This is an optimization exercise on Yosys and OpenROAD, whose aim is a short achievable clock period and few clock cycles, not a production implementation.
Function was not checked in any run shown here: the RTL went through the layout flow alone.
The clock port is modelled as an ideal driver; clocking choices that lean on that would not hold on a real chip.
No activity file was given, so power comes from the tool's default toggle rates.

==> design.v <==
`timescale 1ns/1ps
module top(input clk, sys_rst,
           input [15:0] din,
           output [15:0] dout,
           output dout_valid,
           output din_ack,
           output [15:0] imem_addr,
           input [31:0] imem_data,
           output halted
);
    localparam [4:0] OP_MOVSGPR = 5'd0,  OP_MOV  = 5'd1,  OP_ADD  = 5'd2,  OP_SUB  = 5'd3,
                     OP_MUL     = 5'd4,  OP_OR   = 5'd5,  OP_AND  = 5'd6,  OP_XOR  = 5'd7,
                     OP_XNOR    = 5'd8,  OP_NAND = 5'd9,  OP_NOR  = 5'd10, OP_NOT  = 5'd11,
                     OP_GPR_DM  = 5'd12, OP_DIN_DM = 5'd13, OP_DM_DOUT = 5'd14, OP_DM_GPR = 5'd15,
                     OP_JUMP    = 5'd16, OP_JC   = 5'd17, OP_JNC  = 5'd18, OP_JS   = 5'd19,
                     OP_JNS     = 5'd20, OP_JZ   = 5'd21, OP_JNZ  = 5'd22, OP_JV   = 5'd23,
                     OP_JNV     = 5'd24, OP_HALT = 5'd25;
    integer i;
    genvar g;
    reg [15:0] GPR [0:31];
    reg [15:0] data_mem [0:15];
    reg [15:0] SGPR;
    reg        fS, fZ, fC, fV;           
    reg [15:0] PC;                        
    reg        a_v;                       
    reg        a_ok;                      
    reg [15:0] a_pc, a_pcp1, a_pred;      
    reg        w_ok;
    reg [15:0] w_pc;
    reg [31:0] w_w;
    reg        d_v, s_v;
    reg [31:0] d_ir, s_ir;
    reg [15:0] d_pc, d_pcp1, d_pred;
    reg [15:0] s_pc, s_pcp1, s_pred;
    reg        hlt;                       
    reg        halted_r;
    localparam NB = 8;
    reg [NB-1:0] bt_v;
    reg [15:0]   bt_pc  [0:NB-1];
    reg [15:0]   bt_tgt [0:NB-1];
    reg [1:0]    bt_ctr [0:NB-1];
    reg [2:0]    bt_ptr;
    localparam NC = 32;
    reg [NC-1:0] wc_v;
    reg [15:0]   wc_a0 [0:NC-1];          
    reg [15:0]   wc_a1 [0:NC-1];          
    reg [15:0]   wc_a2 [0:NC-1];          
    reg [31:0]   wc_w  [0:NC-1];
    reg [4:0]    wc_ptr;
    assign imem_addr = PC;
    wire [15:0] pc_inc = PC + 16'd1;
    reg  [15:0] bp_tgt;
    reg         bp_tk;
    always @(*) begin
        bp_tgt = 16'h0;
        bp_tk  = 1'b0;
        for (i = 0; i < NB; i = i + 1)
            if (bt_v[i] && bt_pc[i] == PC && bt_ctr[i][1]) begin
                bp_tk  = 1'b1;
                bp_tgt = bp_tgt | bt_tgt[i];
            end
    end
    wire [15:0] pred_next = bp_tk ? bp_tgt : pc_inc;
    reg        x_v;                       
    reg        x_mul;
    reg        x_wr;                      
    reg [4:0]  x_rd;
    reg [15:0] x_a, x_bl, x_ba;           
    reg        x_cin;
    reg [15:0] x_p;                       
    reg [3:0]  x_tt;                      
    reg        x_sadd, x_slog, x_ssg;     
    reg        x_add, x_sub;
    reg        x_st, x_din, x_dout;
    reg [3:0]  x_ma;
    reg [15:0] x_mv;                      
    reg        x_br, x_jmp, x_tk;
    reg [15:0] x_pc, x_tgt;
    reg        m_v;
    reg [4:0]  m_rd;
    reg [31:0] m_s, m_c;                  
    reg        m_z;                       
    wire [31:0] m_prod = m_s + m_c;
    wire [15:0] m_lo = m_prod[15:0];
    wire [15:0] ad_g = x_a & x_ba;
    wire [15:0] ad_p = x_a ^ x_ba;
    wire [15:0] pg [0:4];
    wire [15:0] pp_ [0:4];
    assign pg[0]  = {ad_g[15:1], ad_g[0] | (ad_p[0] & x_cin)};
    assign pp_[0] = ad_p;
    generate
        for (g = 0; g < 4; g = g + 1) begin : ks
            localparam integer D = 1 << g;
            assign pg[g+1]  = pg[g] | (pp_[g] & (pg[g] << D));
            assign pp_[g+1] = pp_[g] & ((pp_[g] << D) | {{(16-D){1'b0}}, {D{1'b1}}});
        end
    endgenerate
    wire [16:0] ad_c = {pg[4], x_cin};             
    wire [15:0] x_sum = ad_p ^ ad_c[15:0];
    wire        x_cout = ad_c[16];
    wire x_zsum = (ad_p[0] == x_cin) & (&(ad_p[15:1] ~^ (x_a[14:0] | x_ba[14:0])));
    wire [15:0] x_log;
    generate for (g = 0; g < 16; g = g + 1) begin : lg
        assign x_log[g] = x_tt[{x_a[g], x_bl[g]}];
    end endgenerate
    wire [15:0] sgpr_now = m_v ? m_prod[31:16] : SGPR;
    wire [15:0] x_res = x_sadd ? x_sum :
                        x_slog ? x_log :
                        x_ssg  ? sgpr_now : x_p;
    wire x_mz = (x_a == 16'h0) | (x_bl == 16'h0);
    wire xf_S = x_res[15];
    wire xf_Z = ~|x_res;
    wire xf_C = x_add & x_cout;
    wire xf_V = (x_add | x_sub) &
                ((~x_a[15] & ~x_ba[15] & x_sum[15]) | (x_a[15] & x_ba[15] & ~x_sum[15]));
    wire xa = x_v & ~x_mul;               
    wire eZx = x_sadd ? x_zsum : x_slog ? ~|x_log : x_ssg ? ~|SGPR : ~|x_p;
    wire eSx = x_sadd ? x_sum[15] : x_slog ? x_log[15] : x_ssg ? SGPR[15] : x_p[15];
    wire eS = xa ? eSx : fS;
    wire eZ = x_v ? (x_mul ? x_mz : eZx) : (m_v ? m_z : fZ);
    wire eC = xa ? xf_C : ((x_v | m_v) ? 1'b0 : fC);
    wire eV = xa ? xf_V : ((x_v | m_v) ? 1'b0 : fV);
    function [63:0] csa;    
        input [31:0] p, q, r;
        csa = {(((p & q) | (p & r) | (q & r)) << 1), p ^ q ^ r};
    endfunction
    reg [31:0] pp [0:15];
    reg [31:0] l1 [0:10];
    reg [31:0] l2 [0:7];
    reg [31:0] l3 [0:5];
    reg [31:0] l4 [0:3];
    reg [31:0] l5 [0:2];
    reg [31:0] ms_n, mc_n;
    integer k;
    always @(*) begin
        for (k = 0; k < 16; k = k + 1)
            pp[k] = x_bl[k] ? ({16'h0, x_a} << k) : 32'h0;
        {l1[1], l1[0]}  = csa(pp[0], pp[1], pp[2]);
        {l1[3], l1[2]}  = csa(pp[3], pp[4], pp[5]);
        {l1[5], l1[4]}  = csa(pp[6], pp[7], pp[8]);
        {l1[7], l1[6]}  = csa(pp[9], pp[10], pp[11]);
        {l1[9], l1[8]}  = csa(pp[12], pp[13], pp[14]);
        l1[10] = pp[15];
        {l2[1], l2[0]}  = csa(l1[0], l1[1], l1[2]);
        {l2[3], l2[2]}  = csa(l1[3], l1[4], l1[5]);
        {l2[5], l2[4]}  = csa(l1[6], l1[7], l1[8]);
        l2[6] = l1[9];
        l2[7] = l1[10];
        {l3[1], l3[0]}  = csa(l2[0], l2[1], l2[2]);
        {l3[3], l3[2]}  = csa(l2[3], l2[4], l2[5]);
        l3[4] = l2[6];
        l3[5] = l2[7];
        {l4[1], l4[0]}  = csa(l3[0], l3[1], l3[2]);
        {l4[3], l4[2]}  = csa(l3[3], l3[4], l3[5]);
        {l5[1], l5[0]}  = csa(l4[0], l4[1], l4[2]);
        l5[2] = l4[3];
        {mc_n, ms_n}    = csa(l5[0], l5[1], l5[2]);
    end
    wire [4:0]  d_op   = d_ir[31:27];
    wire [4:0]  d_rd   = d_ir[26:22];
    wire [4:0]  d_rs1  = d_ir[21:17];
    wire        d_imm  = d_ir[16];
    wire [4:0]  d_rs2  = d_ir[15:11];
    wire [15:0] d_isrc = d_ir[15:0];
    wire d_isbr = (d_op >= OP_JUMP) && (d_op <= OP_JNV);
    wire d_jmp  = (d_op == OP_JUMP);
    wire d_cnd  = (d_op >= OP_JC) && (d_op <= OP_JNV);
    wire d_inv  = ~d_op[0];               
    wire d_halt = (d_op == OP_HALT);
    wire d_wr   = (d_op <= OP_NOT) || (d_op == OP_DM_GPR);
    wire d_useA = ((d_op == OP_MOV || d_op == OP_NOT) && !d_imm) ||
                  (d_op >= OP_ADD && d_op <= OP_NOR) || (d_op == OP_GPR_DM);
    wire d_useB = (d_op >= OP_ADD && d_op <= OP_NOR) && !d_imm;
    wire d_useD = ~d_wr;
    wire d_js   = (d_op == OP_JS) || (d_op == OP_JNS);
    wire eq_t  = (d_isrc == d_pred);
    wire eq_n  = (d_pcp1 == d_pred);
    wire stale = ~eq_t & ~eq_n;
    reg cond_r;
    always @(*) begin
        case (d_op)
            OP_JC, OP_JNC: cond_r = fC;
            OP_JS, OP_JNS: cond_r = fS;
            OP_JZ, OP_JNZ: cond_r = fZ;
            default:       cond_r = fV;
        endcase
        cond_r = cond_r ^ d_inv;
    end
    wire stall = (x_v & x_mul & ((d_useA & (d_rs1 == x_rd)) | (d_useB & (d_rs2 == x_rd)) |
                                 (d_useD & (d_rd == x_rd)))) |
                 (d_js & ((x_v & x_mul) | (~x_v & m_v))) |
                 (d_cnd & x_v & x_ssg & m_v) |
                 (d_cnd & stale & (x_v | m_v));
    wire d_pop = d_v & ~stall;
    wire m_n = ~eq_n;                     
    wire m_t = ~eq_t;                     
    wire mis_f1 = d_inv ? m_n : m_t;      
    wire mis_f0 = d_inv ? m_t : m_n;      
    reg  fl;
    always @(*) begin
        case (d_op)
            OP_JC, OP_JNC: fl = eC;
            OP_JS, OP_JNS: fl = eS;
            OP_JZ, OP_JNZ: fl = eZ;
            default:       fl = eV;
        endcase
    end
    wire d_mis = d_cnd ? (fl ? mis_f1 : mis_f0) : (d_jmp ? m_t : m_n);
    wire redirect = d_pop & d_mis;
    wire d_cond = d_jmp | (d_cnd & (fl ^ d_inv));    
    wire r_t = d_jmp | (d_cnd & (stale ? cond_r : m_t));
    wire xw = xa & x_wr;
    wire [15:0] rA  = (xw && x_rd == d_rs1) ? x_res : (m_v && m_rd == d_rs1) ? m_lo : GPR[d_rs1];
    wire [15:0] rB  = (xw && x_rd == d_rs2) ? x_res : (m_v && m_rd == d_rs2) ? m_lo : GPR[d_rs2];
    wire [15:0] rD  = (xw && x_rd == d_rd)  ? x_res : (m_v && m_rd == d_rd)  ? m_lo : GPR[d_rd];
    wire [15:0] opB = d_imm ? d_isrc : rB;
    wire [15:0] mv  = (x_v && x_st  && x_ma == d_isrc[3:0]) ? x_a :
                      (x_v && x_din && x_ma == d_isrc[3:0]) ? din : data_mem[d_isrc[3:0]];
    reg [15:0] d_p;
    reg [3:0]  d_tt;
    always @(*) begin
        case (d_op)
            OP_MOV:    d_p = d_imm ? d_isrc : rA;
            OP_NOT:    d_p = d_imm ? ~d_isrc : ~rA;
            OP_DM_GPR: d_p = mv;
            default:   d_p = rD;
        endcase
        case (d_op)
            OP_OR:   d_tt = 4'b1110;
            OP_AND:  d_tt = 4'b1000;
            OP_XOR:  d_tt = 4'b0110;
            OP_XNOR: d_tt = 4'b1001;
            OP_NAND: d_tt = 4'b0111;
            default: d_tt = 4'b0001;    
        endcase
    end
    reg  [31:0] t_w0, t_w1, n_w0, n_w1;
    reg         t_h0, t_h1, n_h0, n_h1;
    always @(*) begin
        t_w0 = 32'h0; t_w1 = 32'h0; n_w0 = 32'h0; n_w1 = 32'h0;
        t_h0 = 1'b0;  t_h1 = 1'b0;  n_h0 = 1'b0;  n_h1 = 1'b0;
        for (i = 0; i < NC; i = i + 1) begin
            if (wc_v[i] && wc_a0[i] == d_isrc) begin t_h0 = 1'b1; t_w0 = t_w0 | wc_w[i]; end
            if (wc_v[i] && wc_a1[i] == d_isrc) begin t_h1 = 1'b1; t_w1 = t_w1 | wc_w[i]; end
            if (wc_v[i] && wc_a1[i] == d_pc)   begin n_h0 = 1'b1; n_w0 = n_w0 | wc_w[i]; end
            if (wc_v[i] && wc_a2[i] == d_pc)   begin n_h1 = 1'b1; n_w1 = n_w1 | wc_w[i]; end
        end
    end
    wire [15:0] t_a1 = d_isrc + 16'd1;
    wire [15:0] t_a2 = d_isrc + 16'd2;
    wire [15:0] n_a1 = d_pcp1 + 16'd1;
    wire [15:0] n_a2 = d_pcp1 + 16'd2;
    wire [15:0] r_a0 = r_t ? d_isrc : d_pcp1;
    wire [15:0] r_a1 = r_t ? t_a1 : n_a1;
    wire [15:0] r_a2 = r_t ? t_a2 : n_a2;
    wire [31:0] r_w0 = r_t ? t_w0 : n_w0;
    wire [31:0] r_w1 = r_t ? t_w1 : n_w1;
    wire        r_h0 = r_t ? t_h0 : n_h0;
    wire        r_h1 = r_t ? (t_h0 & t_h1) : (n_h0 & n_h1);
    wire [15:0] r_pc = r_h1 ? r_a2 : r_h0 ? r_a1 : r_a0;
    reg w_in;
    always @(*) begin
        w_in = 1'b0;
        for (i = 0; i < NC; i = i + 1)
            if (wc_v[i] && wc_a0[i] == w_pc) w_in = 1'b1;
    end
    wire kill_e = (d_pop & d_halt) | hlt;
    wire d_free = ~d_v | d_pop;
    wire s_v_n  = d_free ? (s_v & a_v) : (s_v | a_v);
    wire fetch_ok = ~kill_e & ~s_v_n;
    assign halted     = halted_r;
    assign dout       = x_mv;
    assign dout_valid = x_dout;
    assign din_ack    = x_din;
    always @(posedge clk) begin
        if (sys_rst) begin
            PC   <= 16'h0;
            a_v  <= 1'b0;
            a_ok <= 1'b0;
            w_ok <= 1'b0;
            d_v  <= 1'b0;
            s_v  <= 1'b0;
            hlt  <= 1'b0;
            halted_r <= 1'b0;
        end else begin
            a_ok   <= 1'b1;
            a_pc   <= PC;
            a_pcp1 <= pc_inc;
            a_pred <= pred_next;
            w_ok   <= a_ok;
            w_pc   <= a_pc;
            w_w    <= imem_data;
            halted_r <= hlt | (d_v & d_halt);
            if (redirect) begin
                PC  <= r_pc;
                a_v <= 1'b0;
                d_v <= r_h0;
                d_ir <= r_w0; d_pc <= r_a0; d_pcp1 <= r_a1; d_pred <= r_a1;
                s_v <= r_h1;
                s_ir <= r_w1; s_pc <= r_a1; s_pcp1 <= r_a2; s_pred <= r_a2;
            end else begin
                if (fetch_ok)
                    PC <= pred_next;
                a_v <= fetch_ok;
                if (kill_e) begin
                    s_v <= 1'b0;
                    if (d_pop) d_v <= 1'b0;
                end else if (d_free) begin
                    if (s_v) begin
                        d_v <= 1'b1;
                        d_ir <= s_ir; d_pc <= s_pc; d_pcp1 <= s_pcp1; d_pred <= s_pred;
                        s_v <= a_v;
                    end else begin
                        d_v <= a_v;
                        d_ir <= imem_data; d_pc <= a_pc; d_pcp1 <= a_pcp1; d_pred <= a_pred;
                    end
                end
                if (!kill_e && (d_free ? s_v : 1'b1)) begin
                    if (a_v) begin
                        s_ir <= imem_data; s_pc <= a_pc; s_pcp1 <= a_pcp1; s_pred <= a_pred;
                    end
                    if (!d_free) s_v <= s_v | a_v;
                end
            end
            if (d_pop & d_halt) hlt <= 1'b1;
        end
    end
    always @(posedge clk) begin
        if (sys_rst) begin
            wc_v   <= {NC{1'b0}};
            wc_ptr <= 5'd0;
        end else if (w_ok && !w_in) begin
            wc_v[wc_ptr]  <= 1'b1;
            wc_a0[wc_ptr] <= w_pc;
            wc_a1[wc_ptr] <= w_pc - 16'd1;
            wc_a2[wc_ptr] <= w_pc - 16'd2;
            wc_w[wc_ptr]  <= w_w;
            wc_ptr <= wc_ptr + 5'd1;
        end
    end
    always @(posedge clk) begin
        if (sys_rst) begin
            x_v <= 1'b0; x_din <= 1'b0; x_dout <= 1'b0; x_br <= 1'b0; m_v <= 1'b0;
            fS <= 1'b0; fZ <= 1'b0; fC <= 1'b0; fV <= 1'b0;
        end else begin
            if (xa) begin
                fS <= xf_S; fZ <= xf_Z; fC <= xf_C; fV <= xf_V;
            end else if (m_v) begin
                fS <= m_prod[31]; fZ <= m_z; fC <= 1'b0; fV <= 1'b0;
            end
            m_v    <= x_v & x_mul;
            x_v    <= d_pop & ~hlt;
            x_din  <= d_pop & ~hlt & (d_op == OP_DIN_DM);
            x_dout <= d_pop & ~hlt & (d_op == OP_DM_DOUT);
            x_br   <= d_pop & ~hlt & d_isbr;
        end
    end
    always @(posedge clk) begin
        m_rd   <= x_rd;
        m_s    <= ms_n;
        m_c    <= mc_n;
        m_z    <= x_mz;
        x_mul  <= (d_op == OP_MUL);
        x_wr   <= d_wr;
        x_rd   <= d_rd;
        x_a    <= rA;
        x_bl   <= opB;
        x_ba   <= (d_op == OP_SUB) ? ~opB : opB;
        x_cin  <= (d_op == OP_SUB);
        x_p    <= d_p;
        x_tt   <= d_tt;
        x_sadd <= (d_op == OP_ADD) | (d_op == OP_SUB);
        x_slog <= (d_op >= OP_OR) && (d_op <= OP_NOR);
        x_ssg  <= (d_op == OP_MOVSGPR);
        x_add  <= (d_op == OP_ADD);
        x_sub  <= (d_op == OP_SUB);
        x_st   <= (d_op == OP_GPR_DM);
        x_ma   <= d_isrc[3:0];
        x_mv   <= mv;
        x_jmp  <= d_jmp;
        x_tk   <= d_cond;
        x_pc   <= d_pc;
        x_tgt  <= d_isrc;
        if (m_v) begin
            if (!(xw && x_rd == m_rd)) GPR[m_rd] <= m_lo;
            SGPR <= m_prod[31:16];
        end
        if (xw) GPR[x_rd] <= x_res;
        if (x_v && x_st) data_mem[x_ma] <= x_a;
        if (x_din) data_mem[x_ma] <= din;
    end
    reg [NB-1:0] bt_hit;
    always @(*) begin
        for (i = 0; i < NB; i = i + 1)
            bt_hit[i] = bt_v[i] && (bt_pc[i] == x_pc);
    end
    always @(posedge clk) begin
        if (sys_rst) begin
            bt_v   <= {NB{1'b0}};
            bt_ptr <= 3'd0;
        end else if (x_br) begin
            if (|bt_hit) begin
                for (i = 0; i < NB; i = i + 1)
                    if (bt_hit[i]) begin
                        bt_tgt[i] <= x_tgt;
                        if (x_jmp)
                            bt_ctr[i] <= 2'b11;
                        else if (x_tk)
                            bt_ctr[i] <= (bt_ctr[i] == 2'b11) ? 2'b11 : bt_ctr[i] + 2'b01;
                        else
                            bt_ctr[i] <= (bt_ctr[i] == 2'b00) ? 2'b00 : bt_ctr[i] - 2'b01;
                    end
            end else if (x_tk) begin
                bt_v[bt_ptr]   <= 1'b1;
                bt_pc[bt_ptr]  <= x_pc;
                bt_tgt[bt_ptr] <= x_tgt;
                bt_ctr[bt_ptr] <= 2'b11;
                bt_ptr <= bt_ptr + 3'd1;
            end
        end
    end
endmodule
==> flow/run.sh <==
#!/bin/bash
# Standard ORFS layout, with synthesis mapped for delay (no full-adder cells)
# and timing repair aimed well inside the clock period.
set -e
bash standard.sh ADDER_MAP_FILE= ABC_CLOCK_PERIOD_IN_PS=3000 SETUP_SLACK_MARGIN=7.5 finish > flow.log 2>&1
==> standard.sh <==
#!/bin/bash
# synth_recipe.tcl (not shown) runs the flow's synth.tcl, then flattens the netlist and writes it again
# the make line also repeats each setting of config.mk as NAME=value (left out here)
make -C /OpenROAD-flow-scripts/flow DESIGN_CONFIG=/design/flow/config.mk WORK_HOME=/design/flow/orfs CLKGATE_MAP_FILE= SYNTH_SCRIPT=/design/flow/synth_recipe.tcl "${@:-finish}"
==> config.mk <==
export PLATFORM = sky130hd
export DESIGN_NAME = top
export DESIGN_NICKNAME = top
export VERILOG_FILES = /design/flow/design.v
export SDC_FILE = /design/flow/constraint.sdc
export NUM_CORES = 8
export LEC_CHECK = 0
export CAP_MARGIN = 20
export CORE_MARGIN = 2
export CORE_UTILIZATION = 40
export SLEW_MARGIN = 20
==> constraint.sdc <==
create_clock -name core_clock -period 11.0 [get_ports {clk}]
set_input_delay 2.2000 -clock core_clock [delete_from_list [all_inputs] [get_ports {clk}]]
set_output_delay 2.2000 -clock core_clock [all_outputs]
set_load 0.01 [all_outputs]
==> impl_metrics.toml, run 1 <==
[outcome]
status = "did not finish"
stop_stage = "global routing"
stop_error = "[ERROR GRT-0232] Routing congestion too high. Check the congestion heatmap in the GUI."

[synth]
synth_edf_count = 3808
synth.ff_latch_count = 4131
synth.avg_cell_area_um2 = 12.52
synthArstFlopShare_pct = 0
ys_seq_area_share_pct = 54.48
synth_top_area_cell = "edfxtp_1"
syn_nets = 17760
synthDistinctLibCells = 90
ys.flop_type = "edfxtp_1"
yosysWarnings = 7
synth_most_common_cell = "edfxtp_1"
syn-instance-count = 17710
synth_area_leaders = "edfxtp_1 52%, xnor2_1 8.0%, xor2_1 5.8%, mux4_2 5.7%, a221oi_1 3.6%"
syn_area_um2 = 221800
synth_top_area_share_pct = 51.56
netlist_top_cells_count = "3808 x edfxtp_1, 2021 x xnor2_1, 1456 x xor2_1"

[placed_design]
io_buffers = 84
hpwl_mm = 612.1
place_congestion = 1.080
place_area_um2 = 233800

[global_route]
track_usage_pct = 44.63
globalRouteOverflowTotal = 1
grt_max_degree = 65

[clocking]
ctsHoldBuffers = 0
htreeDepth = 5
ctsLongestPathBuffers = 4
numCtsBuffers = 439
cts_root_buf = "clkbuf_16"
cts_sinks = 4131

[die]
num_rows = 273
initial_core_util_pct = 40.13
die_x_um = 748.6
die_h_um = 748.6
ios = 85
-- metal layers --
metal | overflow | global-route usage, %
met1 | 1 | 48.10
met2 | 0 | 56.67
met3 | 0 | 30.38
met4 | 0 | 39.47
met5 | 0 | 17.32
-- power by group through the flow --
| stage | registers (µW) | logic [µW] | clock network, µW |
|---|---|---|---|
| after CTS | 18700 | 16100 | 15400 |
| after detailed placement | 19100 | 13700 | 0 |
| after global placement | 19100 | 13500 | 0 |
| after floorplan | 18700 | 10400 | 0 |
-- logic make-up after synthesis --
logic type / after synthesis / share of synthesized area (%)
flip-flops: 4131 / 54.48
adder cells (fa/ha/maj): 158 / 0.7131
AO/OA/AOI/OAI: 3500 / 11.80
XOR/XNOR: 3482 / 13.78
multiplexers: 839 / 6.988
buffers and inverters: 1444 / 2.678
AND/OR/NAND/NOR: 4159 / 9.565
-- through the flow --
step                setup WS (ps)  hold WS (ps)  std cells
floorplan                    5626         329.0      17710
detailed placement           4572         424.3      24440
global placement             4167         442.3      24440
CTS                          7006         435.9      26450
-- what timing repair did --
item,4_1_cts
pin swaps,298
gates resized for setup,2718
cloned,371
buffers inserted,817
setup endpoints to repair,4564
-- how the worst max path moves through the flow --
stage                        from                      end  depth (start not counted)
4_1_cts           x_tt[0]$_DFF_P_        d_pc[1]$_DFFE_PP_                         16
3_5_place_dp   d_ir[12]$_DFFE_PP_        d_ir[4]$_DFFE_PP_                         16
3_3_place_gp   d_ir[12]$_DFFE_PP_       d_ir[10]$_DFFE_PP_                         17
2_1_floorplan             sys_rst  wc_a0[16][10]$_DFFE_PP_                          3
==> run 2, diff against run 1 <==
--- a/design.v
+++ b/design.v
@@ -26,8 +26,13 @@
     reg        a_ok;                      
     reg [15:0] a_pc, a_pcp1, a_pred;      
-    reg        w_ok;
-    reg [15:0] w_pc;
-    reg [31:0] w_w;
+    reg        a_bpt;                     
+    reg        w_ok, y_ok;
+    reg [15:0] w_pc, y_pc, y_pcp1;
+    reg [31:0] w_w, y_w;
+    reg        f_go;
+    reg [15:0] f_pc;
+    reg [31:0] f_w0, f_w1;
     reg        d_v, s_v;
+    reg        d_ej, s_ej;                
     reg [31:0] d_ir, s_ir;
     reg [15:0] d_pc, d_pcp1, d_pred;
@@ -42,10 +47,8 @@
     reg [2:0]    bt_ptr;
     localparam NC = 32;
-    reg [NC-1:0] wc_v;
-    reg [15:0]   wc_a0 [0:NC-1];          
-    reg [15:0]   wc_a1 [0:NC-1];          
-    reg [15:0]   wc_a2 [0:NC-1];          
-    reg [31:0]   wc_w  [0:NC-1];
-    reg [4:0]    wc_ptr;
+    reg [NC-1:0] cp_v;
+    reg [10:0]   cp_tag [0:NC-1];         
+    reg [31:0]   cp_w0  [0:NC-1];         
+    reg [31:0]   cp_w1  [0:NC-1];         
     assign imem_addr = PC;
     wire [15:0] pc_inc = PC + 16'd1;
@@ -174,6 +177,6 @@
     wire d_useD = ~d_wr;
     wire d_js   = (d_op == OP_JS) || (d_op == OP_JNS);
-    wire eq_t  = (d_isrc == d_pred);
-    wire eq_n  = (d_pcp1 == d_pred);
+    wire eq_t  = d_ej | (d_isrc == d_pred);
+    wire eq_n  = ~d_ej & (d_pcp1 == d_pred);
     wire stale = ~eq_t & ~eq_n;
     reg cond_r;
@@ -235,16 +238,10 @@
         endcase
     end
-    reg  [31:0] t_w0, t_w1, n_w0, n_w1;
-    reg         t_h0, t_h1, n_h0, n_h1;
-    always @(*) begin
-        t_w0 = 32'h0; t_w1 = 32'h0; n_w0 = 32'h0; n_w1 = 32'h0;
-        t_h0 = 1'b0;  t_h1 = 1'b0;  n_h0 = 1'b0;  n_h1 = 1'b0;
-        for (i = 0; i < NC; i = i + 1) begin
-            if (wc_v[i] && wc_a0[i] == d_isrc) begin t_h0 = 1'b1; t_w0 = t_w0 | wc_w[i]; end
-            if (wc_v[i] && wc_a1[i] == d_isrc) begin t_h1 = 1'b1; t_w1 = t_w1 | wc_w[i]; end
-            if (wc_v[i] && wc_a1[i] == d_pc)   begin n_h0 = 1'b1; n_w0 = n_w0 | wc_w[i]; end
-            if (wc_v[i] && wc_a2[i] == d_pc)   begin n_h1 = 1'b1; n_w1 = n_w1 | wc_w[i]; end
-        end
-    end
+    wire [4:0]  t_ix = d_isrc[4:0];
+    wire [4:0]  n_ix = d_pcp1[4:0];
+    wire        t_h  = cp_v[t_ix] & (cp_tag[t_ix] == d_isrc[15:5]);
+    wire        n_h  = cp_v[n_ix] & (cp_tag[n_ix] == d_pcp1[15:5]);
+    wire [31:0] t_w0 = cp_w0[t_ix], t_w1 = cp_w1[t_ix];
+    wire [31:0] n_w0 = cp_w0[n_ix], n_w1 = cp_w1[n_ix];
     wire [15:0] t_a1 = d_isrc + 16'd1;
     wire [15:0] t_a2 = d_isrc + 16'd2;
@@ -256,17 +253,13 @@
     wire [31:0] r_w0 = r_t ? t_w0 : n_w0;
     wire [31:0] r_w1 = r_t ? t_w1 : n_w1;
-    wire        r_h0 = r_t ? t_h0 : n_h0;
-    wire        r_h1 = r_t ? (t_h0 & t_h1) : (n_h0 & n_h1);
-    wire [15:0] r_pc = r_h1 ? r_a2 : r_h0 ? r_a1 : r_a0;
-    reg w_in;
-    always @(*) begin
-        w_in = 1'b0;
-        for (i = 0; i < NC; i = i + 1)
-            if (wc_v[i] && wc_a0[i] == w_pc) w_in = 1'b1;
-    end
+    wire        r_h  = r_t ? t_h : n_h;
+    wire [15:0] r_pc = r_h ? r_a2 : r_a0;
     wire kill_e = (d_pop & d_halt) | hlt;
     wire d_free = ~d_v | d_pop;
     wire s_v_n  = d_free ? (s_v & a_v) : (s_v | a_v);
     wire fetch_ok = ~kill_e & ~s_v_n;
+    wire [15:0] a_isrc = imem_data[15:0];
+    wire ej = a_v & ~a_bpt & ~kill_e & (imem_data[31:27] == OP_JUMP);
+    wire inflight = ~r_h & (r_a0 == PC);
     assign halted     = halted_r;
     assign dout       = x_mv;
@@ -279,4 +272,5 @@
             a_ok <= 1'b0;
             w_ok <= 1'b0;
+            y_ok <= 1'b0;
             d_v  <= 1'b0;
             s_v  <= 1'b0;
@@ -284,23 +278,19 @@
             halted_r <= 1'b0;
         end else begin
-            a_ok   <= 1'b1;
-            a_pc   <= PC;
-            a_pcp1 <= pc_inc;
-            a_pred <= pred_next;
-            w_ok   <= a_ok;
-            w_pc   <= a_pc;
-            w_w    <= imem_data;
+            a_ok <= 1'b1;
+            w_ok <= a_ok;
+            y_ok <= w_ok;
             halted_r <= hlt | (d_v & d_halt);
             if (redirect) begin
-                PC  <= r_pc;
-                a_v <= 1'b0;
-                d_v <= r_h0;
-                d_ir <= r_w0; d_pc <= r_a0; d_pcp1 <= r_a1; d_pred <= r_a1;
-                s_v <= r_h1;
-                s_ir <= r_w1; s_pc <= r_a1; s_pcp1 <= r_a2; s_pred <= r_a2;
+                PC  <= inflight ? pred_next : r_pc;
+                a_v <= inflight;
+                d_v <= r_h;
+                s_v <= r_h;
             end else begin
-                if (fetch_ok)
+                if (ej)
+                    PC <= a_isrc;
+                else if (fetch_ok)
                     PC <= pred_next;
-                a_v <= fetch_ok;
+                a_v <= fetch_ok & ~ej;
                 if (kill_e) begin
                     s_v <= 1'b0;
@@ -309,17 +299,9 @@
                     if (s_v) begin
                         d_v <= 1'b1;
-                        d_ir <= s_ir; d_pc <= s_pc; d_pcp1 <= s_pcp1; d_pred <= s_pred;
                         s_v <= a_v;
-                    end else begin
+                    end else
                         d_v <= a_v;
-                        d_ir <= imem_data; d_pc <= a_pc; d_pcp1 <= a_pcp1; d_pred <= a_pred;
-                    end
-                end
-                if (!kill_e && (d_free ? s_v : 1'b1)) begin
-                    if (a_v) begin
-                        s_ir <= imem_data; s_pc <= a_pc; s_pcp1 <= a_pcp1; s_pred <= a_pred;
-                    end
-                    if (!d_free) s_v <= s_v | a_v;
-                end
+                end else
+                    s_v <= s_v | a_v;
             end
             if (d_pop & d_halt) hlt <= 1'b1;
@@ -327,14 +309,46 @@
     end
     always @(posedge clk) begin
+        a_pc   <= PC;
+        a_pcp1 <= pc_inc;
+        a_pred <= pred_next;
+        a_bpt  <= bp_tk;
+        w_pc   <= a_pc;
+        w_w    <= imem_data;
+        y_pc   <= w_pc;
+        y_pcp1 <= w_pc + 16'd1;
+        y_w    <= w_w;
+        if (redirect) begin
+            d_ir <= r_w0; d_pc <= r_a0; d_pcp1 <= r_a1; d_pred <= r_a1; d_ej <= 1'b0;
+            s_ir <= r_w1; s_pc <= r_a1; s_pcp1 <= r_a2; s_pred <= r_a2; s_ej <= 1'b0;
+        end else begin
+            if (d_free) begin
+                if (s_v) begin
+                    d_ir <= s_ir; d_pc <= s_pc; d_pcp1 <= s_pcp1; d_pred <= s_pred; d_ej <= s_ej;
+                end else begin
+                    d_ir <= imem_data; d_pc <= a_pc; d_pcp1 <= a_pcp1; d_pred <= a_pred; d_ej <= ej;
+                end
+            end
+            if (d_free == s_v) begin
+                s_ir <= imem_data; s_pc <= a_pc; s_pcp1 <= a_pcp1; s_pred <= a_pred; s_ej <= ej;
+            end
+        end
+    end
+    always @(posedge clk) begin
+        f_pc <= y_pc;
+        f_w0 <= y_w;
+        f_w1 <= w_w;
+        if (f_go) begin
+            cp_tag[f_pc[4:0]] <= f_pc[15:5];
+            cp_w0[f_pc[4:0]]  <= f_w0;
+            cp_w1[f_pc[4:0]]  <= f_w1;
+        end
+    end
+    always @(posedge clk) begin
         if (sys_rst) begin
-            wc_v   <= {NC{1'b0}};
-            wc_ptr <= 5'd0;
-        end else if (w_ok && !w_in) begin
-            wc_v[wc_ptr]  <= 1'b1;
-            wc_a0[wc_ptr] <= w_pc;
-            wc_a1[wc_ptr] <= w_pc - 16'd1;
-            wc_a2[wc_ptr] <= w_pc - 16'd2;
-            wc_w[wc_ptr]  <= w_w;
-            wc_ptr <= wc_ptr + 5'd1;
+            f_go <= 1'b0;
+            cp_v <= {NC{1'b0}};
+        end else begin
+            f_go <= w_ok & y_ok & (w_pc == y_pcp1);
+            if (f_go) cp_v[f_pc[4:0]] <= 1'b1;
         end
     end
@@ -399,5 +413,11 @@
             bt_v   <= {NB{1'b0}};
             bt_ptr <= 3'd0;
-        end else if (x_br) begin
+        end else if (x_br && !(|bt_hit) && x_tk) begin
+            bt_v[bt_ptr] <= 1'b1;
+            bt_ptr <= bt_ptr + 3'd1;
+        end
+    end
+    always @(posedge clk) begin
+        if (x_br) begin
             if (|bt_hit) begin
                 for (i = 0; i < NB; i = i + 1)
@@ -412,9 +432,7 @@
                     end
             end else if (x_tk) begin
-                bt_v[bt_ptr]   <= 1'b1;
                 bt_pc[bt_ptr]  <= x_pc;
                 bt_tgt[bt_ptr] <= x_tgt;
                 bt_ctr[bt_ptr] <= 2'b11;
-                bt_ptr <= bt_ptr + 3'd1;
             end
         end
==> flow/run.sh (replaced) <==
#!/bin/bash
# Standard ORFS layout, with synthesis mapped for delay (no full-adder cells),
# plain buffers on the ports, and timing repair aimed well inside the clock
# period.
set -e
export BUFFER_PORTS_ARGS="-buffer_cell sky130_fd_sc_hd__buf_4"
bash standard.sh ADDER_MAP_FILE= ABC_CLOCK_PERIOD_IN_PS=1000 SETUP_SLACK_MARGIN=7.5 TNS_END_PERCENT=5 finish > flow.log 2>&1
==> impl_metrics.toml, run 2 <==
[outcome]
status = "no timing/DRC/antenna violations"

[clocking]
htreeDepth = 5
numCtsBuffers = 436
cts_root_buf = "clkbuf_16"
clk_pin_slew_worst_paths_ps = 60
ctsHoldBuffers = 0
cts_tree = "yes"
ctsLongestPathBuffers = 4
cts_sinks = 4121
clock_latency_ps = 1070

[die]
dieArea_um2 = 514100
die_x_um = 717.0
num_rows = 261
core-area_um2 = 505800
initial_core_util_pct = 40.20
ios = 85
die_h_um = 717.0

[worst_setup_path]
r2r_cells = 15
crit_family = "simple AND/OR/NAND/NOR gates"
rr_endpoint = "PC[6]$_SDFFE_PP0P_"
worstSetupPathDepth = 15
rrSetupSlack_ps = 6700
start_kind = "flip-flop"
crit_required_ps = 11870
critical_path_buf_inv_count = 4
endpoint = "PC[6]$_SDFFE_PP0P_"
crit_fanout = 39
cp.arrival_ps = 5170
slowest_delay_ps = 760
end_kind = "flip-flop"
worstSetupPathType = "reg -> reg"
path_cells = "buf_4 -> inv_8 -> nor2_1 -> a32oi_1 -> a21oi_1 -> o21ai_0 -> a2111o_1 -> nor4b_4 -> a31oi_4 -> buf_6 -> and3_4 -> nand2_4 -> nand2_8 -> buf_8 -> o221ai_2"
cp_slowest_cell = "nor2_1"

[global_route]
antenna_found_initial = 29
grt_max_degree = 119
globalRouteOverflowTotal = 0
grt_pass1_vias = 123300
grt_pass1_wl_mm = 949.6
track_usage_pct = 25.95

[synth]
synth_top_area_cell = "edfxtp_1"
synth_top_area_share_pct = 52.93
synth_edf_count = 3584
synth.ff_latch_count = 4121
synthDistinctLibCells = 96
synthArstFlopShare_pct = 0
synth_most_common_cell = "edfxtp_1"
syn_nets = 12980
syn_area_um2 = 203300
yosysWarnings = 7
synth_area_leaders = "edfxtp_1 53%, mux4_2 22%, dfxtp_1 5.3%, xnor2_1 2.6%, nand2_1 2.4%"
netlist_top_cells_count = "3584 x edfxtp_1, 2030 x mux4_2, 1317 x nand2_1"
syn-instance-count = 12930
ys_seq_area_share_pct = 58.21
synth.avg_cell_area_um2 = 15.72
ys.flop_type = "edfxtp_1"

[layout]
final_common_cell = "edfxtp_1"
final_cell_mix = "3584 x edfxtp_1, 2030 x mux4_2, 1295 x nand2_1"
area_growth_syn_to_layout_pct = 15.09
fin_area_um2 = 234000
finish.net_count = 13110
drive_gt1_share_pct = 29.72

[placed_design]
place_congestion = 0.8929
io_buffers = 84
place_ws_ps = 4839
hpwl_mm = 368.9
place_area_um2 = 212200

[worst_hold_path]
hold_path_class = "reg -> reg"

[sta]
whs_ps = 289.2
setup_viol = 0
setup_ws_ps = 6702
report.final.slew_viol_count = 0
timing.final.crit_share_pct = 39.07
slew_headroom_pct = 9.920
fin_skew_ps = 137.5
min_period_ps = 4298
setup_tns_ps = 0
max_freq_mhz = 232.7
grt_setup_unrepaired = "yes"
hold_viol_final = 0
tightestPinTransition_ps = 1351

[route]
vias_per_cell = 6.358
routedWlPerCell_um = 34.20
initialDrtViolationCount = 18880
drtAntennaViolNets = 0
num_vias = 128200
wl_mm = 689.3
dr.pass1.iters = 9
drc = 0

[pwr]
total_power_uw = 80200
power_frac_seq_pct = 25.7
power.density_nw_per_um2 = 342.7
switching_share_pct = 40.63
internal_power_uw = 47610
peakVddDrop_mv = 0.5340
power.share.clock_pct = 18.7
p_switching_uw = 32590
power.leakage_uw = 0.07664
combPwrFrac_pct = 55.6

[job]
drv_cap = 0
[run 2: cell count changes after synthesis, sizes merged, moves of 148 or more]
| cell | delta |
|---|---|
| nor4 | -529 |
| xor2 | -1088 |
| a22oi | -256 |
| dfxtp | +214 |
| a22o | -892 |
| mux4 | +1474 |
| clkbuf | -192 |
| a221oi | -881 |
| nand3 | -148 |
| nor3 | -181 |
| edfxtp | -224 |
| nand4 | -557 |
| xnor2 | -1408 |
[run 2: how the worst min path moves through the flow]
stage	cells after the start	slack [ps]	endpoint	start
after detailed placement	0	310	f_w1[18]$_DFF_P_	w_w[18]$_DFF_P_
after CTS	0	290	w_pc[7]$_DFF_P_	a_pc[7]$_DFF_P_
after floorplan	0	310	f_pc[0]$_DFF_P_	y_pc[0]$_DFF_P_
final	0	290	w_pc[7]$_DFF_P_	a_pc[7]$_DFF_P_
after global placement	0	310	f_w1[13]$_DFF_P_	w_w[13]$_DFF_P_
after global routing	0	300	w_pc[7]$_DFF_P_	a_pc[7]$_DFF_P_
[run 2: kinds of logic after synthesis]
group / count (synthesis) / synth area share (%)
DFF: 4121 / 58.21
and+or+nand+nor: 2544 / 5.457
muxes: 2365 / 24.19
AOI/OAI and AO/OA: 1580 / 4.672
buffers and inverters: 1165 / 2.335
xor gates and xnor gates: 987 / 4.293
adders and majority gates: 170 / 0.8375
[run 2: layout make-up]
| class | instances | area (µm²) |
|---|---|---|
| Inverter | 136 | 561.8 |
| Antenna cell | 8 | 20.02 |
| Fill cell | 42760 | 271800 |
| Clock buffer | 571 | 11960 |
| Clock inverter | 249 | 2465 |
| Multi-Input combinational cell | 7663 | 83120 |
| Tap cell | 6706 | 8391 |
| Sequential cell | 4121 | 118500 |
| Timing Repair Buffer | 703 | 8957 |
[run 2: power by group through the flow]
stage,sequential (µW),combinational [µW],clock [µW]
finish,20600,44600,15000
global route,20700,47500,15700
CTS,20600,42800,15100
detailed placement,21300,39800,0
global placement,21200,39400,0
floorplan,19900,30700,0
[run 2: per-stage QoR]
stage          cells  utilization, %
2_1_floorplan  12930               -
3_3_place_gp   19020           41.94
3_5_place_dp   19020           41.94
4_1_cts        20040           45.76
5_1_grt        20150           46.26
6_report       20160           46.26
[run 2: timing repair]
action                     4_1_cts  5_1_grt
setup endpoints to repair     2030     1820
pin swaps                       49       54
resized for setup              480      260
setup buffers                  146       84
cloned                          52       25
[run 2: metal layers]
metal	up-vias	part of all wire [%]	track usage, %	routed length [µm]
li1	51790	-	-	-
met1	66820	38	36.17	263500
met2	8090	45	40.39	312400
met3	1450	12	5.423	81330
met4	10	4.6	9.376	32010
met5	-	0.0091	0	63
==> run 3, diff against run 2 <==
--- a/design.v
+++ b/design.v
@@ -26,4 +26,5 @@
     reg        a_ok;                      
     reg [15:0] a_pc, a_pcp1, a_pred;      
+    reg        a_eqn;                     
     reg        a_bpt;                     
     reg        w_ok, y_ok;
@@ -34,8 +35,9 @@
     reg [31:0] f_w0, f_w1;
     reg        d_v, s_v;
-    reg        d_ej, s_ej;                
     reg [31:0] d_ir, s_ir;
-    reg [15:0] d_pc, d_pcp1, d_pred;
-    reg [15:0] s_pc, s_pcp1, s_pred;
+    reg [15:0] d_pc, d_pcp1;
+    reg [15:0] s_pc, s_pcp1;
+    reg        d_eqt, d_eqn, s_eqt, s_eqn;    
+    reg [13:0] d_dec, s_dec;              
     reg        hlt;                       
     reg        halted_r;
@@ -80,4 +82,7 @@
     reg        x_br, x_jmp, x_tk;
     reg [15:0] x_pc, x_tgt;
+    reg        wb_v;
+    reg [4:0]  wb_rd;
+    reg [15:0] wb_val;
     reg        m_v;
     reg [4:0]  m_rd;
@@ -108,10 +113,15 @@
     end endgenerate
     wire [15:0] sgpr_now = m_v ? m_prod[31:16] : SGPR;
-    wire [15:0] x_res = x_sadd ? x_sum :
-                        x_slog ? x_log :
-                        x_ssg  ? sgpr_now : x_p;
+    wire [15:0] x_res_b = x_sadd ? x_sum :
+                          x_slog ? x_log :
+                          x_ssg  ? SGPR  : x_p;
+    wire [15:0] x_res = (x_ssg & m_v) ? m_prod[31:16] : x_res_b;
     wire x_mz = (x_a == 16'h0) | (x_bl == 16'h0);
     wire xf_S = x_res[15];
-    wire xf_Z = ~|x_res;
+    wire [16:0] m_lo17 = {1'b0, m_s[15:0]} + {1'b0, m_c[15:0]};
+    wire        m_cl = m_lo17[16];
+    wire [15:0] mh_p = m_s[31:16] ^ m_c[31:16];
+    wire        m_zhi = (mh_p[0] == m_cl) & (&(mh_p[15:1] ~^ (m_s[30:16] | m_c[30:16])));
+    wire xf_Z = (x_ssg & m_v) ? m_zhi : ~|x_res_b;
     wire xf_C = x_add & x_cout;
     wire xf_V = (x_add | x_sub) &
@@ -160,4 +170,29 @@
         {mc_n, ms_n}    = csa(l5[0], l5[1], l5[2]);
     end
+    function [13:0] dec;
+        input [31:0] w;
+        reg [4:0] op;
+        reg im, wr;
+        begin
+            op = w[31:27];
+            im = w[16];
+            wr = (op <= OP_NOT) || (op == OP_DM_GPR);
+            dec[0]  = (op >= OP_JUMP) && (op <= OP_JNV);                  
+            dec[1]  = (op == OP_JUMP);                                     
+            dec[2]  = (op >= OP_JC) && (op <= OP_JNV);                     
+            dec[3]  = ~op[0];                                              
+            dec[4]  = (op == OP_HALT);
+            dec[5]  = wr;
+            dec[6]  = ((op == OP_MOV || op == OP_NOT) && !im) ||
+                      (op >= OP_ADD && op <= OP_NOR) || (op == OP_GPR_DM);  
+            dec[7]  = (op >= OP_ADD && op <= OP_NOR) && !im;               
+            dec[8]  = ~wr;                                                 
+            dec[9]  = (op == OP_JS) || (op == OP_JNS);
+            dec[10] = (op == OP_JC) || (op == OP_JNC);
+            dec[11] = (op == OP_JS) || (op == OP_JNS);
+            dec[12] = (op == OP_JZ) || (op == OP_JNZ);
+            dec[13] = (op == OP_JV) || (op == OP_JNV);
+        end
+    endfunction
     wire [4:0]  d_op   = d_ir[31:27];
     wire [4:0]  d_rd   = d_ir[26:22];
@@ -166,17 +201,16 @@
     wire [4:0]  d_rs2  = d_ir[15:11];
     wire [15:0] d_isrc = d_ir[15:0];
-    wire d_isbr = (d_op >= OP_JUMP) && (d_op <= OP_JNV);
-    wire d_jmp  = (d_op == OP_JUMP);
-    wire d_cnd  = (d_op >= OP_JC) && (d_op <= OP_JNV);
-    wire d_inv  = ~d_op[0];               
-    wire d_halt = (d_op == OP_HALT);
-    wire d_wr   = (d_op <= OP_NOT) || (d_op == OP_DM_GPR);
-    wire d_useA = ((d_op == OP_MOV || d_op == OP_NOT) && !d_imm) ||
-                  (d_op >= OP_ADD && d_op <= OP_NOR) || (d_op == OP_GPR_DM);
-    wire d_useB = (d_op >= OP_ADD && d_op <= OP_NOR) && !d_imm;
-    wire d_useD = ~d_wr;
-    wire d_js   = (d_op == OP_JS) || (d_op == OP_JNS);
-    wire eq_t  = d_ej | (d_isrc == d_pred);
-    wire eq_n  = ~d_ej & (d_pcp1 == d_pred);
+    wire d_isbr = d_dec[0];
+    wire d_jmp  = d_dec[1];
+    wire d_cnd  = d_dec[2];
+    wire d_inv  = d_dec[3];               
+    wire d_halt = d_dec[4];
+    wire d_wr   = d_dec[5];
+    wire d_useA = d_dec[6];
+    wire d_useB = d_dec[7];
+    wire d_useD = d_dec[8];
+    wire d_js   = d_dec[9];
+    wire eq_t  = d_eqt;
+    wire eq_n  = d_eqn;
     wire stale = ~eq_t & ~eq_n;
     reg cond_r;
@@ -190,6 +224,6 @@
         cond_r = cond_r ^ d_inv;
     end
-    wire stall = (x_v & x_mul & ((d_useA & (d_rs1 == x_rd)) | (d_useB & (d_rs2 == x_rd)) |
-                                 (d_useD & (d_rd == x_rd)))) |
+    wire d_dep = (d_useA & (d_rs1 == x_rd)) | (d_useB & (d_rs2 == x_rd)) | (d_useD & (d_rd == x_rd));
+    wire stall = (x_v & (x_mul | (x_ssg & m_v)) & d_dep) |
                  (d_js & ((x_v & x_mul) | (~x_v & m_v))) |
                  (d_cnd & x_v & x_ssg & m_v) |
@@ -200,21 +234,45 @@
     wire mis_f1 = d_inv ? m_n : m_t;      
     wire mis_f0 = d_inv ? m_t : m_n;      
-    reg  fl;
-    always @(*) begin
-        case (d_op)
-            OP_JC, OP_JNC: fl = eC;
-            OP_JS, OP_JNS: fl = eS;
-            OP_JZ, OP_JNZ: fl = eZ;
-            default:       fl = eV;
-        endcase
-    end
-    wire d_mis = d_cnd ? (fl ? mis_f1 : mis_f0) : (d_jmp ? m_t : m_n);
-    wire redirect = d_pop & d_mis;
+    wire tC = d_dec[10];
+    wire tS = d_dec[11];
+    wire tZ = d_dec[12];
+    wire tV = d_dec[13];
+    wire xo = xa & ~x_sadd & ~x_slog;     
+    wire fl_early = (tZ & ((xo & (x_ssg ? ~|SGPR : ~|x_p)) | (x_v & x_mul & x_mz) |
+                           (~x_v & (m_v ? m_z : fZ)))) |
+                    (tS & ((xo & (x_ssg ? SGPR[15] : x_p[15])) | (~xa & fS))) |
+                    (tC & ~x_v & ~m_v & fC) |
+                    (tV & ~x_v & ~m_v & fV);
+    wire fl = fl_early |
+              (tZ & xa & x_sadd & x_zsum) |
+              (tZ & xa & x_slog & ~|x_log) |
+              (tS & xa & x_sadd & x_sum[15]) |
+              (tS & xa & x_slog & x_log[15]) |
+              (tC & xa & x_add & x_cout) |
+              (tV & xa & xf_V);
+    wire m_nc = d_jmp ? m_t : m_n;
+    wire rd1 = d_pop & (d_cnd ? mis_f1 : m_nc);    
+    wire rd0 = d_pop & (d_cnd ? mis_f0 : m_nc);    
+    wire redirect = fl ? rd1 : rd0;
+    wire could = rd1 | rd0;                        
     wire d_cond = d_jmp | (d_cnd & (fl ^ d_inv));    
     wire r_t = d_jmp | (d_cnd & (stale ? cond_r : m_t));
     wire xw = xa & x_wr;
-    wire [15:0] rA  = (xw && x_rd == d_rs1) ? x_res : (m_v && m_rd == d_rs1) ? m_lo : GPR[d_rs1];
-    wire [15:0] rB  = (xw && x_rd == d_rs2) ? x_res : (m_v && m_rd == d_rs2) ? m_lo : GPR[d_rs2];
-    wire [15:0] rD  = (xw && x_rd == d_rd)  ? x_res : (m_v && m_rd == d_rd)  ? m_lo : GPR[d_rd];
+    function [15:0] gsel;
+        input [4:0] ix;
+        integer j;
+        begin
+            gsel = 16'h0;
+            for (j = 0; j < 32; j = j + 1)
+                gsel = gsel | (GPR[j] & {16{ix == j}});
+        end
+    endfunction
+    wire [15:0] gA = gsel(d_rs1), gB = gsel(d_rs2), gD = gsel(d_rd);
+    wire [15:0] rA  = (xw && x_rd == d_rs1) ? x_res_b : (m_v && m_rd == d_rs1) ? m_lo :
+                      (wb_v && wb_rd == d_rs1) ? wb_val : gA;
+    wire [15:0] rB  = (xw && x_rd == d_rs2) ? x_res_b : (m_v && m_rd == d_rs2) ? m_lo :
+                      (wb_v && wb_rd == d_rs2) ? wb_val : gB;
+    wire [15:0] rD  = (xw && x_rd == d_rd)  ? x_res_b : (m_v && m_rd == d_rd)  ? m_lo :
+                      (wb_v && wb_rd == d_rd)  ? wb_val : gD;
     wire [15:0] opB = d_imm ? d_isrc : rB;
     wire [15:0] mv  = (x_v && x_st  && x_ma == d_isrc[3:0]) ? x_a :
@@ -240,8 +298,18 @@
     wire [4:0]  t_ix = d_isrc[4:0];
     wire [4:0]  n_ix = d_pcp1[4:0];
-    wire        t_h  = cp_v[t_ix] & (cp_tag[t_ix] == d_isrc[15:5]);
-    wire        n_h  = cp_v[n_ix] & (cp_tag[n_ix] == d_pcp1[15:5]);
-    wire [31:0] t_w0 = cp_w0[t_ix], t_w1 = cp_w1[t_ix];
-    wire [31:0] n_w0 = cp_w0[n_ix], n_w1 = cp_w1[n_ix];
+    reg         t_h, n_h;
+    reg  [31:0] t_w0, t_w1, n_w0, n_w1;
+    always @(*) begin
+        t_h = 1'b0; n_h = 1'b0;
+        t_w0 = 32'h0; t_w1 = 32'h0; n_w0 = 32'h0; n_w1 = 32'h0;
+        for (i = 0; i < NC; i = i + 1) begin
+            t_h  = t_h  | (cp_v[i] & (t_ix == i) & (cp_tag[i] == d_isrc[15:5]));
+            n_h  = n_h  | (cp_v[i] & (n_ix == i) & (cp_tag[i] == d_pcp1[15:5]));
+            t_w0 = t_w0 | (cp_w0[i] & {32{t_ix == i}});
+            t_w1 = t_w1 | (cp_w1[i] & {32{t_ix == i}});
+            n_w0 = n_w0 | (cp_w0[i] & {32{n_ix == i}});
+            n_w1 = n_w1 | (cp_w1[i] & {32{n_ix == i}});
+        end
+    end
     wire [15:0] t_a1 = d_isrc + 16'd1;
     wire [15:0] t_a2 = d_isrc + 16'd2;
@@ -254,5 +322,6 @@
     wire [31:0] r_w1 = r_t ? t_w1 : n_w1;
     wire        r_h  = r_t ? t_h : n_h;
-    wire [15:0] r_pc = r_h ? r_a2 : r_a0;
+    wire        r_s  = r_h & ~s_v;
+    wire [15:0] r_pc = r_s ? r_a2 : r_h ? r_a1 : r_a0;
     wire kill_e = (d_pop & d_halt) | hlt;
     wire d_free = ~d_v | d_pop;
@@ -261,4 +330,6 @@
     wire [15:0] a_isrc = imem_data[15:0];
     wire ej = a_v & ~a_bpt & ~kill_e & (imem_data[31:27] == OP_JUMP);
+    wire a_eqt_e = ej | (a_isrc == a_pred);
+    wire a_eqn_e = ~ej & a_eqn;
     wire inflight = ~r_h & (r_a0 == PC);
     assign halted     = halted_r;
@@ -286,5 +357,5 @@
                 a_v <= inflight;
                 d_v <= r_h;
-                s_v <= r_h;
+                s_v <= r_s;
             end else begin
                 if (ej)
@@ -312,4 +383,5 @@
         a_pcp1 <= pc_inc;
         a_pred <= pred_next;
+        a_eqn  <= ~bp_tk | (bp_tgt == pc_inc);
         a_bpt  <= bp_tk;
         w_pc   <= a_pc;
@@ -318,19 +390,18 @@
         y_pcp1 <= w_pc + 16'd1;
         y_w    <= w_w;
-        if (redirect) begin
-            d_ir <= r_w0; d_pc <= r_a0; d_pcp1 <= r_a1; d_pred <= r_a1; d_ej <= 1'b0;
-            s_ir <= r_w1; s_pc <= r_a1; s_pcp1 <= r_a2; s_pred <= r_a2; s_ej <= 1'b0;
-        end else begin
-            if (d_free) begin
-                if (s_v) begin
-                    d_ir <= s_ir; d_pc <= s_pc; d_pcp1 <= s_pcp1; d_pred <= s_pred; d_ej <= s_ej;
-                end else begin
-                    d_ir <= imem_data; d_pc <= a_pc; d_pcp1 <= a_pcp1; d_pred <= a_pred; d_ej <= ej;
-                end
-            end
-            if (d_free == s_v) begin
-                s_ir <= imem_data; s_pc <= a_pc; s_pcp1 <= a_pcp1; s_pred <= a_pred; s_ej <= ej;
+        if (d_free) begin
+            if (redirect) begin
+                d_ir <= r_w0; d_pc <= r_a0; d_pcp1 <= r_a1; d_eqt <= 1'b0; d_eqn <= 1'b1; d_dec <= dec(r_w0);
+            end else if (s_v) begin
+                d_ir <= s_ir; d_pc <= s_pc; d_pcp1 <= s_pcp1; d_eqt <= s_eqt; d_eqn <= s_eqn; d_dec <= s_dec;
+            end else begin
+                d_ir <= imem_data; d_pc <= a_pc; d_pcp1 <= a_pcp1; d_eqt <= a_eqt_e; d_eqn <= a_eqn_e; d_dec <= dec(imem_data);
             end
         end
+        if (could & ~s_v) begin
+            s_ir <= r_w1; s_pc <= r_a1; s_pcp1 <= r_a2; s_eqt <= 1'b0; s_eqn <= 1'b1; s_dec <= dec(r_w1);
+        end else if (d_free == s_v) begin
+            s_ir <= imem_data; s_pc <= a_pc; s_pcp1 <= a_pcp1; s_eqt <= a_eqt_e; s_eqn <= a_eqn_e; s_dec <= dec(imem_data);
+        end
     end
     always @(posedge clk) begin
@@ -355,5 +426,5 @@
     always @(posedge clk) begin
         if (sys_rst) begin
-            x_v <= 1'b0; x_din <= 1'b0; x_dout <= 1'b0; x_br <= 1'b0; m_v <= 1'b0;
+            x_v <= 1'b0; x_din <= 1'b0; x_dout <= 1'b0; x_br <= 1'b0; m_v <= 1'b0; wb_v <= 1'b0;
             fS <= 1'b0; fZ <= 1'b0; fC <= 1'b0; fV <= 1'b0;
         end else begin
@@ -364,4 +435,5 @@
             end
             m_v    <= x_v & x_mul;
+            wb_v   <= xw;
             x_v    <= d_pop & ~hlt;
             x_din  <= d_pop & ~hlt & (d_op == OP_DIN_DM);
@@ -396,13 +468,17 @@
         x_pc   <= d_pc;
         x_tgt  <= d_isrc;
+        wb_rd  <= x_rd;
+        wb_val <= x_res;
         if (m_v) begin
-            if (!(xw && x_rd == m_rd)) GPR[m_rd] <= m_lo;
+            GPR[m_rd] <= m_lo;
             SGPR <= m_prod[31:16];
         end
-        if (xw) GPR[x_rd] <= x_res;
+        if (wb_v) GPR[wb_rd] <= wb_val;
         if (x_v && x_st) data_mem[x_ma] <= x_a;
         if (x_din) data_mem[x_ma] <= din;
     end
-    reg [NB-1:0] bt_hit;
+    reg [NB-1:0] bt_hit, u_hit;
+    reg          u_br, u_tk, u_jmp;
+    reg [15:0]   u_pc, u_tgt;
     always @(*) begin
         for (i = 0; i < NB; i = i + 1)
@@ -410,8 +486,19 @@
     end
     always @(posedge clk) begin
+        u_hit <= bt_hit;
+        u_tk  <= x_tk;
+        u_jmp <= x_jmp;
+        u_pc  <= x_pc;
+        u_tgt <= x_tgt;
+        if (sys_rst)
+            u_br <= 1'b0;
+        else
+            u_br <= x_br;
+    end
+    always @(posedge clk) begin
         if (sys_rst) begin
             bt_v   <= {NB{1'b0}};
             bt_ptr <= 3'd0;
-        end else if (x_br && !(|bt_hit) && x_tk) begin
+        end else if (u_br && !(|u_hit) && u_tk) begin
             bt_v[bt_ptr] <= 1'b1;
             bt_ptr <= bt_ptr + 3'd1;
@@ -419,19 +506,19 @@
     end
     always @(posedge clk) begin
-        if (x_br) begin
-            if (|bt_hit) begin
+        if (u_br) begin
+            if (|u_hit) begin
                 for (i = 0; i < NB; i = i + 1)
-                    if (bt_hit[i]) begin
-                        bt_tgt[i] <= x_tgt;
-                        if (x_jmp)
+                    if (u_hit[i]) begin
+                        bt_tgt[i] <= u_tgt;
+                        if (u_jmp)
                             bt_ctr[i] <= 2'b11;
-                        else if (x_tk)
+                        else if (u_tk)
                             bt_ctr[i] <= (bt_ctr[i] == 2'b11) ? 2'b11 : bt_ctr[i] + 2'b01;
                         else
                             bt_ctr[i] <= (bt_ctr[i] == 2'b00) ? 2'b00 : bt_ctr[i] - 2'b01;
                     end
-            end else if (x_tk) begin
-                bt_pc[bt_ptr]  <= x_pc;
-                bt_tgt[bt_ptr] <= x_tgt;
+            end else if (u_tk) begin
+                bt_pc[bt_ptr]  <= u_pc;
+                bt_tgt[bt_ptr] <= u_tgt;
                 bt_ctr[bt_ptr] <= 2'b11;
             end
==> flow/run.sh (replaced) <==
#!/bin/bash
# Standard ORFS layout with: synthesis mapped for delay (no full-adder cells),
# plain buffers on the ports, and setup repair aimed well inside the clock
# period (stepwise after CTS, see post_cts.tcl). Each tool's log is in orfs/logs.
set -e
export BUFFER_PORTS_ARGS="-buffer_cell sky130_fd_sc_hd__buf_4"
export POST_CTS_TCL=$PWD/flow/post_cts.tcl
bash standard.sh ADDER_MAP_FILE= ABC_CLOCK_PERIOD_IN_PS=1000 SETUP_SLACK_MARGIN=7.5 TNS_END_PERCENT=5 finish > flow.log 2>&1
==> flow/post_cts.tcl (new file) <==
# Stronger setup repair after CTS: raise the target step by step, so that the
# repair does not stall on the worst path before the others are fixed.
foreach m {6.0 6.5 7.0 7.2 7.4 7.6 7.8} {
  log_cmd repair_timing -setup -setup_margin $m -repair_tns 100 -max_passes 200 -match_cell_footprint
}
set result [catch { detailed_placement } msg]
if { $result != 0 } { error "Detailed placement failed after repair: $msg" }
check_placement -verbose
==> impl_metrics.toml, run 3 <==
[pwr]
peakVddDrop_mv = 0.4844
power_frac_seq_pct = 33.5
power.leakage_uw = 0.07874
p_switching_uw = 21240
switching_share_pct = 36.76
internal_power_uw = 36540
combPwrFrac_pct = 40.1
power.share.clock_pct = 26.4
power.density_nw_per_um2 = 248.1

[global_route]
antenna_found_initial = 92
grt_pass1_wl_mm = 1299
track_usage_pct = 39.24
grt_pass1_vias = 151500
globalRouteOverflowTotal = 0
grt_max_degree = 77

[route]
drtAntennaViolNets = 0
vias_per_cell = 7.362
wl_mm = 980.6
num_vias = 166000
routedWlPerCell_um = 43.48
drc = 0
initialDrtViolationCount = 36470
dr.pass1.iters = 17

[synth]
synth.avg_cell_area_um2 = 12.71
syn_area_um2 = 190100
ys.flop_type = "edfxtp_1"
netlist_top_cells_count = "3596 x edfxtp_1, 2782 x a22oi_1, 1196 x nand2_1"
synthArstFlopShare_pct = 0
synth.ff_latch_count = 4157
ys_seq_area_share_pct = 62.73
synth_edf_count = 3596
synthDistinctLibCells = 107
synth_area_leaders = "edfxtp_1 57%, a22oi_1 11%, dfxtp_1 5.9%, xor2_1 4.4%, xnor2_1 3.2%"
syn-instance-count = 14960
yosysWarnings = 7
synth_top_area_cell = "edfxtp_1"
synth_top_area_share_pct = 56.82
synth_most_common_cell = "edfxtp_1"
syn_nets = 15010

[sta]
report.final.slew_viol_count = 0
slew_headroom_pct = 8.160
grt_setup_unrepaired = "yes"
tightestPinTransition_ps = 1378
hold_viol_final = 0
setup_viol = 0
min_period_ps = 4035
timing.final.crit_share_pct = 36.68
setup_tns_ps = 0
max_freq_mhz = 247.8
fin_skew_ps = 116.2

[placed_design]
hpwl_mm = 474.5
io_buffers = 84
place_congestion = 0.9856

[layout]
area_growth_syn_to_layout_pct = 22.54
drive_gt1_share_pct = 19.71
n_fill_cell = 40010
final_common_cell = "edfxtp_1"
finish.net_count = 15840
final_cell_mix = "3596 x edfxtp_1, 2746 x a22oi_1, 1146 x nand2_1"
final_util_pct = 49.15

[die]
dieArea_um2 = 480700
die_x_um = 693.3
num_rows = 253
ios = 85
die_h_um = 693.3
initial_core_util_pct = 40.11
core-area_um2 = 473900

[worst_setup_path]
r2r_cells = 14
start_kind = "flip-flop"
worstSetupPathType = "reg -> reg"
crit_fanout = 11
crit_required_ps = 11890
cp.arrival_ps = 4930
end_kind = "flip-flop"

[clocking]
clock_latency_ps = 1110
cts_tree = "yes"
clk_pin_slew_worst_paths_ps = 70
cts_sinks = 4157

[worst_hold_path]
holdPathStages = 0
hold_path_class = "reg -> reg"

[outcome]
status = "no timing/DRC/antenna violations"

[job]
drv_cap = 0
[run 3: cell count changes after synthesis, sizes merged, moves of 48 or more]
cell,delta
a22oi,+2733
mux4,-1959
xor2,+592
nand4,+506
o21ai,-333
nor4,+208
nor3,+186
a21oi,-178
nor2,+168
nand2,-121
nand3,+86
xnor2,+77
and4,+70
a22o,+48
[run 3: kinds of logic (layout without fill, tap and decap cells)]
| kind of cell | after synthesis | count (layout) | share of synthesized area (%) |
|---|---|---|---|
| XOR/XNOR | 1654 | 1654 | 7.660 |
| buffers and inverters | 1169 | 2357 | 2.403 |
| other | 0 | 139 | 0 |
| flip-flops | 4157 | 4157 | 62.73 |
| multiplexers | 383 | 384 | 2.539 |
| adder cells (fa/ha/maj) | 169 | 169 | 0.8940 |
| AO/OA/AOI/OAI | 3759 | 3759 | 14.36 |
| AND/OR/NAND/NOR | 3667 | 3687 | 9.421 |
[run 3: critical path, cell delays in order, from the launching register on]
cell and delay (ps):
edfxtp_1 560, buf_4 220, or3b_4 480, nor2_4 490, nand4_1 290, nand4_1 310, nor4_2 120, nand3_1 140
and2_4 270, nand3b_1 150, buf_6 140, buf_4 120, mux2_2 350, o31ai_4 200, a21oi_2 40
[run 3: path summary, 6_finish.rpt]
check	to	from	slack, ps
min	f_pc[12]$_DFF_P_	y_pc[12]$_DFF_P_	240
min reg2reg	f_pc[12]$_DFF_P_	y_pc[12]$_DFF_P_	240
max	PC[1]$_SDFFE_PP0P_	d_pcp1[3]$_DFFE_PN_	6970
max reg2reg	PC[1]$_SDFFE_PP0P_	d_pcp1[3]$_DFFE_PN_	6970
[run 3: through the flow]
stage	power [µW]	area (µm²)	std cells	setup slack, ps	hold WS, ps
2_1_floorplan	32390	190100	14960	6346	309.6
3_3_place_gp	37740	199900	20750	5527	309.5
5_1_grt	59370	232600	22430	6937	284.7
6_report	57790	232900	22550	6965	236.1
3_5_place_dp	37930	199900	20750	5542	312.0
[run 3: power by group through the flow]
| stage | combinational (µW) | clock (µW) | sequential [µW] |
|---|---|---|---|
| after floorplan | 13300 | 0 | 19100 |
| after global placement | 18100 | 0 | 19600 |
| after detailed placement | 18300 | 0 | 19700 |
| after global routing | 24200 | 15700 | 19400 |
| final | 23200 | 15200 | 19400 |
[run 3: layer usage]
layer | wire length [µm] | track usage, % | part of all wire [%] | vias to the layer above
met2 | 379700 | 52.93 | 39 | 19330
li1 | - | - | - | 60470
met4 | 99970 | 29.62 | 10 | 90
met5 | 1700 | 1.780 | 0.17 | -
met3 | 181300 | 20.62 | 18 | 6209
met1 | 317900 | 46.78 | 32 | 79940
[run 3: final cells by class]
type                       instances  area [µm²]  share of cell area (%)
antenna                          139       347.8                  0.1493
clock buffer                     583       12020                   5.161
clock inverter                   217        2395                   1.028
inverter                         149       588.1                  0.2525
multi-input combinational       9653       71740                   30.80
sequential                      4157      119500                   51.29
tap                             6247        7816                   3.356
timing repair buffer            1407       18540                   7.962
timing repair inverter             1       5.005                0.002149

==> what the ideal ports hide <==
How much do the figures lean on ideal ports? The routed layouts below were timed once more, with nothing changed but the port constraints. Step 1: set_driving_cell puts a clkbuf_16 on clk and a buf_2 on each other input, an assumption about the parent block. Step 2 also shifts input and output timing later by t, the mid clock arrival at the registers, as if the neighbouring blocks saw the same clock. Slacks: ideal ports / drivers / drivers and shift; pairs: ideal ports / drivers.
| run | shift t [ns] | setup WS [ns] | worst setup path at the end |
|---|---|---|---|
| run 2 | 1.123 | 6.702 / 6.702 / 6.353 | input to register |
| run 3 | 1.171 | 6.965 / 6.965 / 6.038 | input to register |
After both steps setup and hold are still met in every run listed. The setup slack of run 3, which loses most, moves by 0.000 ns with the drivers and by -0.927 ns with both steps.
